From an optimization exercise on the open Yosys and OpenROAD flow, aimed at small area; shortcuts taken in it are not production practice. Function was not checked in any run shown here: the RTL went through the layout flow alone. Power figures rest on the tool's default switching activity, not on a simulated workload.

**flow/standard.sh**
```bash
#!/bin/bash
# synth_recipe.tcl (not shown) runs the flow's synth.tcl, then flattens the netlist and writes it again
# the make line also repeats each setting of config.mk as NAME=value (left out here)
make -C /OpenROAD-flow-scripts/flow DESIGN_CONFIG=/design/flow/config.mk WORK_HOME=/design/flow/orfs CLKGATE_MAP_FILE= SYNTH_SCRIPT=/design/flow/synth_recipe.tcl "${@:-finish}"
```
**flow/config.mk**
```make
export PLATFORM = sky130hd
export DESIGN_NAME = sort16_top
export DESIGN_NICKNAME = sort16_top
export VERILOG_FILES = /design/flow/design.v
export SDC_FILE = /design/flow/constraint.sdc
export NUM_CORES = 8
export LEC_CHECK = 0
export ABC_AREA = 1
export CAP_MARGIN = 20
export CORE_MARGIN = 2
export CORE_UTILIZATION = 45
export GPL_TIMING_DRIVEN = 0
export SLEW_MARGIN = 20
```
**flow/constraint.sdc**
```tcl
create_clock -name core_clock -period 5.0 [get_ports {clk}]
set_input_delay 1.0000 -clock core_clock [delete_from_list [all_inputs] [get_ports {clk}]]
set_output_delay 1.0000 -clock core_clock [all_outputs]
set_load 0.01 [all_outputs]
```
**flow/design.v**
```verilog
`timescale 1ns / 1ps
module cas32 (
    input  [31:0] a, b,
    output [31:0] lo, hi
);
wire [31:0] ka = {a[30:0], a[31]};
wire [31:0] kb = {b[30:0], b[31]};
wire [31:0] g0 = ka & ~kb;
wire [31:0] p0 = ka | ~kb;
wire [15:0] g1, p1; wire [7:0] g2, p2; wire [3:0] g3, p3; wire [1:0] g4, p4;
genvar i;
for (i = 0; i < 16; i = i + 1) begin : l1
    assign g1[i] = g0[2*i+1] | p0[2*i+1] & g0[2*i];
    assign p1[i] = p0[2*i+1] & p0[2*i];
end
for (i = 0; i < 8; i = i + 1) begin : l2
    assign g2[i] = g1[2*i+1] | p1[2*i+1] & g1[2*i];
    assign p2[i] = p1[2*i+1] & p1[2*i];
end
for (i = 0; i < 4; i = i + 1) begin : l3
    assign g3[i] = g2[2*i+1] | p2[2*i+1] & g2[2*i];
    assign p3[i] = p2[2*i+1] & p2[2*i];
end
for (i = 0; i < 2; i = i + 1) begin : l4
    assign g4[i] = g3[2*i+1] | p3[2*i+1] & g3[2*i];
    assign p4[i] = p3[2*i+1] & p3[2*i];
end
wire sw = g4[1] | p4[1] & g4[0];
assign lo = sw ? b : a;
assign hi = sw ? a : b;
endmodule
`timescale 1ns / 1ps
module sort16_top (
    input          clk,
    input          rst,
    input          i_valid,
    input  [511:0] x,
    output [511:0] y,
    output         o_valid
);
reg [2:0] vld;
always @(posedge clk or negedge rst)
    if (!rst) vld <= 0;
    else vld <= {vld[1:0], i_valid};
assign o_valid = vld[2];
wire [31:0] c1_0_13_lo, c1_0_13_hi;
cas32 c1_0_13 (.a(x[31:0]), .b(x[447:416]), .lo(c1_0_13_lo), .hi(c1_0_13_hi));
wire [31:0] c1_1_12_lo, c1_1_12_hi;
cas32 c1_1_12 (.a(x[63:32]), .b(x[415:384]), .lo(c1_1_12_lo), .hi(c1_1_12_hi));
wire [31:0] c1_2_15_lo, c1_2_15_hi;
cas32 c1_2_15 (.a(x[95:64]), .b(x[511:480]), .lo(c1_2_15_lo), .hi(c1_2_15_hi));
wire [31:0] c1_3_14_lo, c1_3_14_hi;
cas32 c1_3_14 (.a(x[127:96]), .b(x[479:448]), .lo(c1_3_14_lo), .hi(c1_3_14_hi));
wire [31:0] c1_4_8_lo, c1_4_8_hi;
cas32 c1_4_8 (.a(x[159:128]), .b(x[287:256]), .lo(c1_4_8_lo), .hi(c1_4_8_hi));
wire [31:0] c1_5_6_lo, c1_5_6_hi;
cas32 c1_5_6 (.a(x[191:160]), .b(x[223:192]), .lo(c1_5_6_lo), .hi(c1_5_6_hi));
wire [31:0] c1_7_11_lo, c1_7_11_hi;
cas32 c1_7_11 (.a(x[255:224]), .b(x[383:352]), .lo(c1_7_11_lo), .hi(c1_7_11_hi));
wire [31:0] c1_9_10_lo, c1_9_10_hi;
cas32 c1_9_10 (.a(x[319:288]), .b(x[351:320]), .lo(c1_9_10_lo), .hi(c1_9_10_hi));
wire [31:0] c2_0_5_lo, c2_0_5_hi;
cas32 c2_0_5 (.a(c1_0_13_lo), .b(c1_5_6_lo), .lo(c2_0_5_lo), .hi(c2_0_5_hi));
wire [31:0] c2_1_7_lo, c2_1_7_hi;
cas32 c2_1_7 (.a(c1_1_12_lo), .b(c1_7_11_lo), .lo(c2_1_7_lo), .hi(c2_1_7_hi));
wire [31:0] c2_2_9_lo, c2_2_9_hi;
cas32 c2_2_9 (.a(c1_2_15_lo), .b(c1_9_10_lo), .lo(c2_2_9_lo), .hi(c2_2_9_hi));
wire [31:0] c2_3_4_lo, c2_3_4_hi;
cas32 c2_3_4 (.a(c1_3_14_lo), .b(c1_4_8_lo), .lo(c2_3_4_lo), .hi(c2_3_4_hi));
wire [31:0] c2_6_13_lo, c2_6_13_hi;
cas32 c2_6_13 (.a(c1_5_6_hi), .b(c1_0_13_hi), .lo(c2_6_13_lo), .hi(c2_6_13_hi));
wire [31:0] c2_8_14_lo, c2_8_14_hi;
cas32 c2_8_14 (.a(c1_4_8_hi), .b(c1_3_14_hi), .lo(c2_8_14_lo), .hi(c2_8_14_hi));
wire [31:0] c2_10_15_lo, c2_10_15_hi;
cas32 c2_10_15 (.a(c1_9_10_hi), .b(c1_2_15_hi), .lo(c2_10_15_lo), .hi(c2_10_15_hi));
wire [31:0] c2_11_12_lo, c2_11_12_hi;
cas32 c2_11_12 (.a(c1_7_11_hi), .b(c1_1_12_hi), .lo(c2_11_12_lo), .hi(c2_11_12_hi));
wire [31:0] c3_0_1_lo, c3_0_1_hi;
cas32 c3_0_1 (.a(c2_0_5_lo), .b(c2_1_7_lo), .lo(c3_0_1_lo), .hi(c3_0_1_hi));
wire [31:0] c3_2_3_lo, c3_2_3_hi;
cas32 c3_2_3 (.a(c2_2_9_lo), .b(c2_3_4_lo), .lo(c3_2_3_lo), .hi(c3_2_3_hi));
wire [31:0] c3_4_5_lo, c3_4_5_hi;
cas32 c3_4_5 (.a(c2_3_4_hi), .b(c2_0_5_hi), .lo(c3_4_5_lo), .hi(c3_4_5_hi));
wire [31:0] c3_6_8_lo, c3_6_8_hi;
cas32 c3_6_8 (.a(c2_6_13_lo), .b(c2_8_14_lo), .lo(c3_6_8_lo), .hi(c3_6_8_hi));
wire [31:0] c3_7_9_lo, c3_7_9_hi;
cas32 c3_7_9 (.a(c2_1_7_hi), .b(c2_2_9_hi), .lo(c3_7_9_lo), .hi(c3_7_9_hi));
wire [31:0] c3_10_11_lo, c3_10_11_hi;
cas32 c3_10_11 (.a(c2_10_15_lo), .b(c2_11_12_lo), .lo(c3_10_11_lo), .hi(c3_10_11_hi));
wire [31:0] c3_12_13_lo, c3_12_13_hi;
cas32 c3_12_13 (.a(c2_11_12_hi), .b(c2_6_13_hi), .lo(c3_12_13_lo), .hi(c3_12_13_hi));
wire [31:0] c3_14_15_lo, c3_14_15_hi;
cas32 c3_14_15 (.a(c2_8_14_hi), .b(c2_10_15_hi), .lo(c3_14_15_lo), .hi(c3_14_15_hi));
reg [31:0] r3_0, r3_1, r3_2, r3_3, r3_4, r3_5, r3_6, r3_7, r3_8, r3_9, r3_10, r3_11, r3_12, r3_13, r3_14, r3_15;
always @(posedge clk) begin
    r3_0 <= c3_0_1_lo;
    r3_1 <= c3_0_1_hi;
    r3_2 <= c3_2_3_lo;
    r3_3 <= c3_2_3_hi;
    r3_4 <= c3_4_5_lo;
    r3_5 <= c3_4_5_hi;
    r3_6 <= c3_6_8_lo;
    r3_7 <= c3_7_9_lo;
    r3_8 <= c3_6_8_hi;
    r3_9 <= c3_7_9_hi;
    r3_10 <= c3_10_11_lo;
    r3_11 <= c3_10_11_hi;
    r3_12 <= c3_12_13_lo;
    r3_13 <= c3_12_13_hi;
    r3_14 <= c3_14_15_lo;
    r3_15 <= c3_14_15_hi;
end
wire [31:0] c4_0_2_lo, c4_0_2_hi;
cas32 c4_0_2 (.a(r3_0), .b(r3_2), .lo(c4_0_2_lo), .hi(c4_0_2_hi));
wire [31:0] c4_1_3_lo, c4_1_3_hi;
cas32 c4_1_3 (.a(r3_1), .b(r3_3), .lo(c4_1_3_lo), .hi(c4_1_3_hi));
wire [31:0] c4_4_10_lo, c4_4_10_hi;
cas32 c4_4_10 (.a(r3_4), .b(r3_10), .lo(c4_4_10_lo), .hi(c4_4_10_hi));
wire [31:0] c4_5_11_lo, c4_5_11_hi;
cas32 c4_5_11 (.a(r3_5), .b(r3_11), .lo(c4_5_11_lo), .hi(c4_5_11_hi));
wire [31:0] c4_6_7_lo, c4_6_7_hi;
cas32 c4_6_7 (.a(r3_6), .b(r3_7), .lo(c4_6_7_lo), .hi(c4_6_7_hi));
wire [31:0] c4_8_9_lo, c4_8_9_hi;
cas32 c4_8_9 (.a(r3_8), .b(r3_9), .lo(c4_8_9_lo), .hi(c4_8_9_hi));
wire [31:0] c4_12_14_lo, c4_12_14_hi;
cas32 c4_12_14 (.a(r3_12), .b(r3_14), .lo(c4_12_14_lo), .hi(c4_12_14_hi));
wire [31:0] c4_13_15_lo, c4_13_15_hi;
cas32 c4_13_15 (.a(r3_13), .b(r3_15), .lo(c4_13_15_lo), .hi(c4_13_15_hi));
wire [31:0] c5_1_2_lo, c5_1_2_hi;
cas32 c5_1_2 (.a(c4_1_3_lo), .b(c4_0_2_hi), .lo(c5_1_2_lo), .hi(c5_1_2_hi));
wire [31:0] c5_3_12_lo, c5_3_12_hi;
cas32 c5_3_12 (.a(c4_1_3_hi), .b(c4_12_14_lo), .lo(c5_3_12_lo), .hi(c5_3_12_hi));
wire [31:0] c5_4_6_lo, c5_4_6_hi;
cas32 c5_4_6 (.a(c4_4_10_lo), .b(c4_6_7_lo), .lo(c5_4_6_lo), .hi(c5_4_6_hi));
wire [31:0] c5_5_7_lo, c5_5_7_hi;
cas32 c5_5_7 (.a(c4_5_11_lo), .b(c4_6_7_hi), .lo(c5_5_7_lo), .hi(c5_5_7_hi));
wire [31:0] c5_8_10_lo, c5_8_10_hi;
cas32 c5_8_10 (.a(c4_8_9_lo), .b(c4_4_10_hi), .lo(c5_8_10_lo), .hi(c5_8_10_hi));
wire [31:0] c5_9_11_lo, c5_9_11_hi;
cas32 c5_9_11 (.a(c4_8_9_hi), .b(c4_5_11_hi), .lo(c5_9_11_lo), .hi(c5_9_11_hi));
wire [31:0] c5_13_14_lo, c5_13_14_hi;
cas32 c5_13_14 (.a(c4_13_15_lo), .b(c4_12_14_hi), .lo(c5_13_14_lo), .hi(c5_13_14_hi));
wire [31:0] c6_1_4_lo, c6_1_4_hi;
cas32 c6_1_4 (.a(c5_1_2_lo), .b(c5_4_6_lo), .lo(c6_1_4_lo), .hi(c6_1_4_hi));
wire [31:0] c6_2_6_lo, c6_2_6_hi;
cas32 c6_2_6 (.a(c5_1_2_hi), .b(c5_4_6_hi), .lo(c6_2_6_lo), .hi(c6_2_6_hi));
wire [31:0] c6_5_8_lo, c6_5_8_hi;
cas32 c6_5_8 (.a(c5_5_7_lo), .b(c5_8_10_lo), .lo(c6_5_8_lo), .hi(c6_5_8_hi));
wire [31:0] c6_7_10_lo, c6_7_10_hi;
cas32 c6_7_10 (.a(c5_5_7_hi), .b(c5_8_10_hi), .lo(c6_7_10_lo), .hi(c6_7_10_hi));
wire [31:0] c6_9_13_lo, c6_9_13_hi;
cas32 c6_9_13 (.a(c5_9_11_lo), .b(c5_13_14_lo), .lo(c6_9_13_lo), .hi(c6_9_13_hi));
wire [31:0] c6_11_14_lo, c6_11_14_hi;
cas32 c6_11_14 (.a(c5_9_11_hi), .b(c5_13_14_hi), .lo(c6_11_14_lo), .hi(c6_11_14_hi));
reg [31:0] r6_0, r6_1, r6_2, r6_3, r6_4, r6_5, r6_6, r6_7, r6_8, r6_9, r6_10, r6_11, r6_12, r6_13, r6_14, r6_15;
always @(posedge clk) begin
    r6_0 <= c4_0_2_lo;
    r6_1 <= c6_1_4_lo;
    r6_2 <= c6_2_6_lo;
    r6_3 <= c5_3_12_lo;
    r6_4 <= c6_1_4_hi;
    r6_5 <= c6_5_8_lo;
    r6_6 <= c6_2_6_hi;
    r6_7 <= c6_7_10_lo;
    r6_8 <= c6_5_8_hi;
    r6_9 <= c6_9_13_lo;
    r6_10 <= c6_7_10_hi;
    r6_11 <= c6_11_14_lo;
    r6_12 <= c5_3_12_hi;
    r6_13 <= c6_9_13_hi;
    r6_14 <= c6_11_14_hi;
    r6_15 <= c4_13_15_hi;
end
wire [31:0] c7_2_4_lo, c7_2_4_hi;
cas32 c7_2_4 (.a(r6_2), .b(r6_4), .lo(c7_2_4_lo), .hi(c7_2_4_hi));
wire [31:0] c7_3_6_lo, c7_3_6_hi;
cas32 c7_3_6 (.a(r6_3), .b(r6_6), .lo(c7_3_6_lo), .hi(c7_3_6_hi));
wire [31:0] c7_9_12_lo, c7_9_12_hi;
cas32 c7_9_12 (.a(r6_9), .b(r6_12), .lo(c7_9_12_lo), .hi(c7_9_12_hi));
wire [31:0] c7_11_13_lo, c7_11_13_hi;
cas32 c7_11_13 (.a(r6_11), .b(r6_13), .lo(c7_11_13_lo), .hi(c7_11_13_hi));
wire [31:0] c8_3_5_lo, c8_3_5_hi;
cas32 c8_3_5 (.a(c7_3_6_lo), .b(r6_5), .lo(c8_3_5_lo), .hi(c8_3_5_hi));
wire [31:0] c8_6_8_lo, c8_6_8_hi;
cas32 c8_6_8 (.a(c7_3_6_hi), .b(r6_8), .lo(c8_6_8_lo), .hi(c8_6_8_hi));
wire [31:0] c8_7_9_lo, c8_7_9_hi;
cas32 c8_7_9 (.a(r6_7), .b(c7_9_12_lo), .lo(c8_7_9_lo), .hi(c8_7_9_hi));
wire [31:0] c8_10_12_lo, c8_10_12_hi;
cas32 c8_10_12 (.a(r6_10), .b(c7_9_12_hi), .lo(c8_10_12_lo), .hi(c8_10_12_hi));
wire [31:0] c9_3_4_lo, c9_3_4_hi;
cas32 c9_3_4 (.a(c8_3_5_lo), .b(c7_2_4_hi), .lo(c9_3_4_lo), .hi(c9_3_4_hi));
wire [31:0] c9_5_6_lo, c9_5_6_hi;
cas32 c9_5_6 (.a(c8_3_5_hi), .b(c8_6_8_lo), .lo(c9_5_6_lo), .hi(c9_5_6_hi));
wire [31:0] c9_7_8_lo, c9_7_8_hi;
cas32 c9_7_8 (.a(c8_7_9_lo), .b(c8_6_8_hi), .lo(c9_7_8_lo), .hi(c9_7_8_hi));
wire [31:0] c9_9_10_lo, c9_9_10_hi;
cas32 c9_9_10 (.a(c8_7_9_hi), .b(c8_10_12_lo), .lo(c9_9_10_lo), .hi(c9_9_10_hi));
wire [31:0] c9_11_12_lo, c9_11_12_hi;
cas32 c9_11_12 (.a(c7_11_13_lo), .b(c8_10_12_hi), .lo(c9_11_12_lo), .hi(c9_11_12_hi));
reg [31:0] r9_0, r9_1, r9_2, r9_3, r9_4, r9_5, r9_6, r9_7, r9_8, r9_9, r9_10, r9_11, r9_12, r9_13, r9_14, r9_15;
always @(posedge clk) begin
    r9_0 <= r6_0;
    r9_1 <= r6_1;
    r9_2 <= c7_2_4_lo;
    r9_3 <= c9_3_4_lo;
    r9_4 <= c9_3_4_hi;
    r9_5 <= c9_5_6_lo;
    r9_6 <= c9_5_6_hi;
    r9_7 <= c9_7_8_lo;
    r9_8 <= c9_7_8_hi;
    r9_9 <= c9_9_10_lo;
    r9_10 <= c9_9_10_hi;
    r9_11 <= c9_11_12_lo;
    r9_12 <= c9_11_12_hi;
    r9_13 <= c7_11_13_hi;
    r9_14 <= r6_14;
    r9_15 <= r6_15;
end
wire [31:0] c10_6_7_lo, c10_6_7_hi;
cas32 c10_6_7 (.a(r9_6), .b(r9_7), .lo(c10_6_7_lo), .hi(c10_6_7_hi));
wire [31:0] c10_8_9_lo, c10_8_9_hi;
cas32 c10_8_9 (.a(r9_8), .b(r9_9), .lo(c10_8_9_lo), .hi(c10_8_9_hi));
assign y = {r9_15, r9_14, r9_13, r9_12, r9_11, r9_10, c10_8_9_hi, c10_8_9_lo, c10_6_7_hi, c10_6_7_lo, r9_5, r9_4, r9_3, r9_2, r9_1, r9_0};
endmodule
```
**flow/flow/io.tcl**
```tcl
# Bit-slice pin order: inputs on the left edge and outputs on the right edge,
# bit k of all 16 values next to each other.
set xs {}
set ys {}
for {set k 0} {$k < 32} {incr k} {
  for {set i 0} {$i < 16} {incr i} {
    set b [expr {32 * $i + $k}]
    lappend xs "x\[$b\]"
    lappend ys "y\[$b\]"
  }
}
set_io_pin_constraint -pin_names $xs -region left:* -group -order
set_io_pin_constraint -pin_names $ys -region right:* -group -order
```
**flow/flow/run.sh**
```bash
#!/bin/bash
# Standard ORFS layout, with two changes: the data pins are placed in bit-slice
# order (flow/io.tcl, run just before pin placement), and ports are buffered with
# the smallest buffer instead of a delay cell.
set -euo pipefail
here=$(pwd)
bash standard.sh \
  "PRE_IO_PLACEMENT_TCL=$here/flow/io.tcl" \
  "PLACE_PINS_ARGS=-min_distance 1 -min_distance_in_tracks" \
  "BUFFER_PORTS_ARGS=-buffer_cell sky130_fd_sc_hd__buf_1" \
  finish > "$here/standard_flow.log" 2>&1
```
==> flow_summary.json, run 1 <==
{
  "synth_cell_types": 52,
  "cts_root_buffer": "clkbuf_16",
  "netlist_area_sq_um": 120000,
  "grt_pass1_vias": 166049,
  "clock_sinks": 1539,
  "clockBufferDepth": 4,
  "grt_overflow": 2637,
  "syn_nets": 23026,
  "synthCells": 22511,
  "syn_area_per_cell_sq_um": 5.34,
  "async_flop_share": 0.00195,
  "status": "aborted with a tool error",
  "ys_ff_latch": 1539,
  "htreeDepth": 4,
  "grt_max_degree": 18,
  "die_w_um": 521,
  "synth_enable_flop_cells": 0,
  "synth_warnings": 1,
  "synth_flop_cell": "dfxtp_1",
  "globalplace.congestion": 1.48,
  "io_pins": 1028,
  "die_h_um": 521,
  "cts_buffers": 156,
  "grt_pass1_wl_um": 1560000,
  "start_util": 0.453,
  "seq_area_frac_synth": 0.256,
  "track_usage": 0.779,
  "io_buffers": 1027,
  "failed_stage": "global routing",
  "error_line": "[ERROR GRT-0116] Global routing finished with congestion. Check the congestion regions in the DRC Viewer.",
  "hpwl_um": 754000,
  "rows": 189
}
[timing repair]
item / in CTS
hold buffers: 1
setup buffers: 63
setup endpoints to repair: 1404
pin swaps: 46
resized for setup: 1655
endpoints found under the hold margin: 3
gates cloned: 3
[per-stage QoR]
stage | std cells | power (mW) | TNS [ps] | area, sq um | worst slack (ps)
3_3_place_gp | 27071 | 339 | -2629280 | 128000 | -5120
2_1_floorplan | 22511 | 215 | 0 | 120000 | 511
4_1_cts | 27505 | 366 | -205730 | 141000 | -374
3_5_place_dp | 27172 | 345 | -2104650 | 130000 | -3660
[metal layers]
| metal | global-route usage | overflow |
|---|---|---|
| met1 | 0.817 | 5 |
| met3 | 0.656 | 12 |
| met2 | 0.915 | 1738 |
| met4 | 0.710 | 882 |
| met5 | 0.204 | 0 |
[how the worst min path moves through the flow]
| stage | startpoint | to | slack (ps) | depth (start not counted) |
|---|---|---|---|---|
| after global placement | r6_0[31] | r9_0[31] | 310 | 0 |
| after CTS | i_valid | vld[0] | 230 | 1 |
| after detailed placement | r6_0[20] | r9_0[20] | 310 | 0 |
| after floorplan | r6_0[0] | r9_0[0] | 310 | 0 |
[cell families after synthesis]
family	share of synthesized area
simple gates	0.467
buf+inv	0.140
compound gates	0.137
flops	0.256
[power by group through the flow]
stage,Combinational (mW),Clock [mW],Sequential (mW)
global placement,307,0,31.8
CTS,322,12.1,31.7
floorplan,186,0,28.4
detailed placement,313,0,31.9
[cells in the mapped netlist, types with 16 or more instances]
cell / count / area share
buf_6: 60 / 0.0056
a21oi_1: 261 / 0.011
buf_4: 224 / 0.014
nand2_1: 9705 / 0.30
or2_2: 72 / 0.0037
a31oi_1: 28 / 0.0015
o21ai_1: 1015 / 0.042
o21a_1: 30 / 0.0019
nor2_1: 1548 / 0.048
a21oi_4: 20 / 0.0027
clkbuf_1: 153 / 0.0048
o21ai_0: 1486 / 0.062
o21ai_2: 16 / 0.0012
nand3b_1: 74 / 0.0046
nand2_2: 53 / 0.0028
dfxtp_1: 1536 / 0.26
o211ai_1: 38 / 0.0024
buf_2: 529 / 0.022
a21oi_2: 32 / 0.0023
inv_1: 2809 / 0.088
o22ai_1: 121 / 0.0063
nand4_1: 65 / 0.0034
inv_2: 152 / 0.0047
and2_1: 26 / 0.0014
buf_1: 22 / 0.00069
nand3_1: 2316 / 0.096
==> run 2: changes to the inputs <==
==> flow/run.sh (new file) <==
#!/bin/bash
# synth_recipe.tcl (not shown) runs the flow's synth.tcl, then flattens the netlist and writes it again
# the make line also repeats each setting of config.mk as NAME=value (left out here)
make -C /OpenROAD-flow-scripts/flow DESIGN_CONFIG=/design/flow/config.mk WORK_HOME=/design/flow/orfs CLKGATE_MAP_FILE= SYNTH_SCRIPT=/design/flow/synth_recipe.tcl finish
--- a/flow/config.mk
+++ b/flow/config.mk
@@ -8,6 +8,7 @@
 export ABC_AREA = 1
 export CAP_MARGIN = 20
 export CORE_MARGIN = 2
-export CORE_UTILIZATION = 45
+export CORE_UTILIZATION = 60
 export GPL_TIMING_DRIVEN = 0
+export PLACE_DENSITY = 0.75
 export SLEW_MARGIN = 20
removed: flow/flow/run.sh
removed: flow/flow/io.tcl
removed: flow/standard.sh
==> run 2 against run 1 <==
The run again fails in global routing; synthesized area unchanged; synthesized cell count did not move.
==> flow_summary.json, run 2 <==
{
  "htreeDepth": 4,
  "synth.top_cells.by_area": "nand2_1 (30%), dfxtp_1 (26%), nand3_1 (9.6%)",
  "netlist_area_sq_um": 120000,
  "cts_buffers": 151,
  "synth_top_cells_by_count": "nand2_1 (9,705), inv_1 (2,809), nand3_1 (2,316)",
  "cts_hold_buf": 0,
  "dpl.cell_count": 26231,
  "failed_stage": "global routing",
  "async_flop_share": 0.00195,
  "grt_max_degree": 18,
  "syn_area_per_cell_sq_um": 5.34,
  "grt_overflow": 13,
  "hpwl_um": 531000,
  "synth_cell_types": 52,
  "synth_top_area_cell": "nand2_1",
  "die_h_um": 452,
  "yosysMostFrequentCell": "nand2_1",
  "crit_endpoint": "r9_8[6]$_DFF_P_/D",
  "track_usage": 0.706,
  "seq_area_frac_synth": 0.256,
  "syn_nets": 23026,
  "synth_flop_cell": "dfxtp_1",
  "cts_root_buffer": "clkbuf_16",
  "globalplace.congestion": 1.35,
  "pre_cts_slack_ps": -2440,
  "synth_top_area_share": 0.303,
  "io_pins": 1028,
  "clock_sinks": 1539,
  "error_line": "[ERROR GRT-0232] Routing congestion too high. Check the congestion heatmap in the GUI.",
  "synth_warnings": 1,
  "ys_ff_latch": 1539,
  "status": "aborted with a tool error",
  "clockBufferDepth": 3,
  "worstEpCategory": "sequential cell input",
  "synthCells": 22511,
  "rows": 164,
  "synth_enable_flop_cells": 0,
  "start_util": 0.603,
  "io_buffers": 1027,
  "die_w_um": 452
}
[run 2: per-layer routing]
metal  overflow  track usage
met2          8        0.890
met5          0        0.225
met4          4        0.702
met1          0        0.715
met3          1        0.515
[run 2: cell families after synthesis]
| group | synth area share |
|---|---|
| flops | 0.256 |
| buf+inv | 0.140 |
| compound gates | 0.137 |
| simple gates | 0.467 |
[run 2: how the worst min path moves through the flow]
stage,startpoint,endpoint,slack (ps),cells after the start
floorplan,r6_0[0],r9_0[0],310,0
global placement,r6_1[0],r9_1[0],310,0
CTS,r6_0[15],r9_0[15],310,0
detailed placement,r6_15[13],r9_15[13],310,0
[run 2: power groups by stage]
stage               clock network [mW]  logic, mW  registers [mW]
floorplan                            0        186            28.4
global placement                     0        277            29.4
detailed placement                   0        282            29.6
CTS                               11.9        289            29.5
[run 2: repair_timing]
| action | 4_1_cts |
|---|---|
| gates resized for setup | 1305 |
| buffers inserted | 27 |
| pin swaps | 24 |
| endpoints found under the setup margin | 1400 |
| endpoints found under the hold margin | 0 |
[run 2: metrics by stage]
step | power [mW] | cell area [sq um] | util | setup TNS [ps]
4_1_cts | 330 | 143000 | 0.717 | -171350
3_5_place_dp | 312 | 134000 | 0.672 | -1279740
3_3_place_gp | 307 | 134000 | 0.671 | -1310450
2_1_floorplan | 215 | 120000 | - | 0
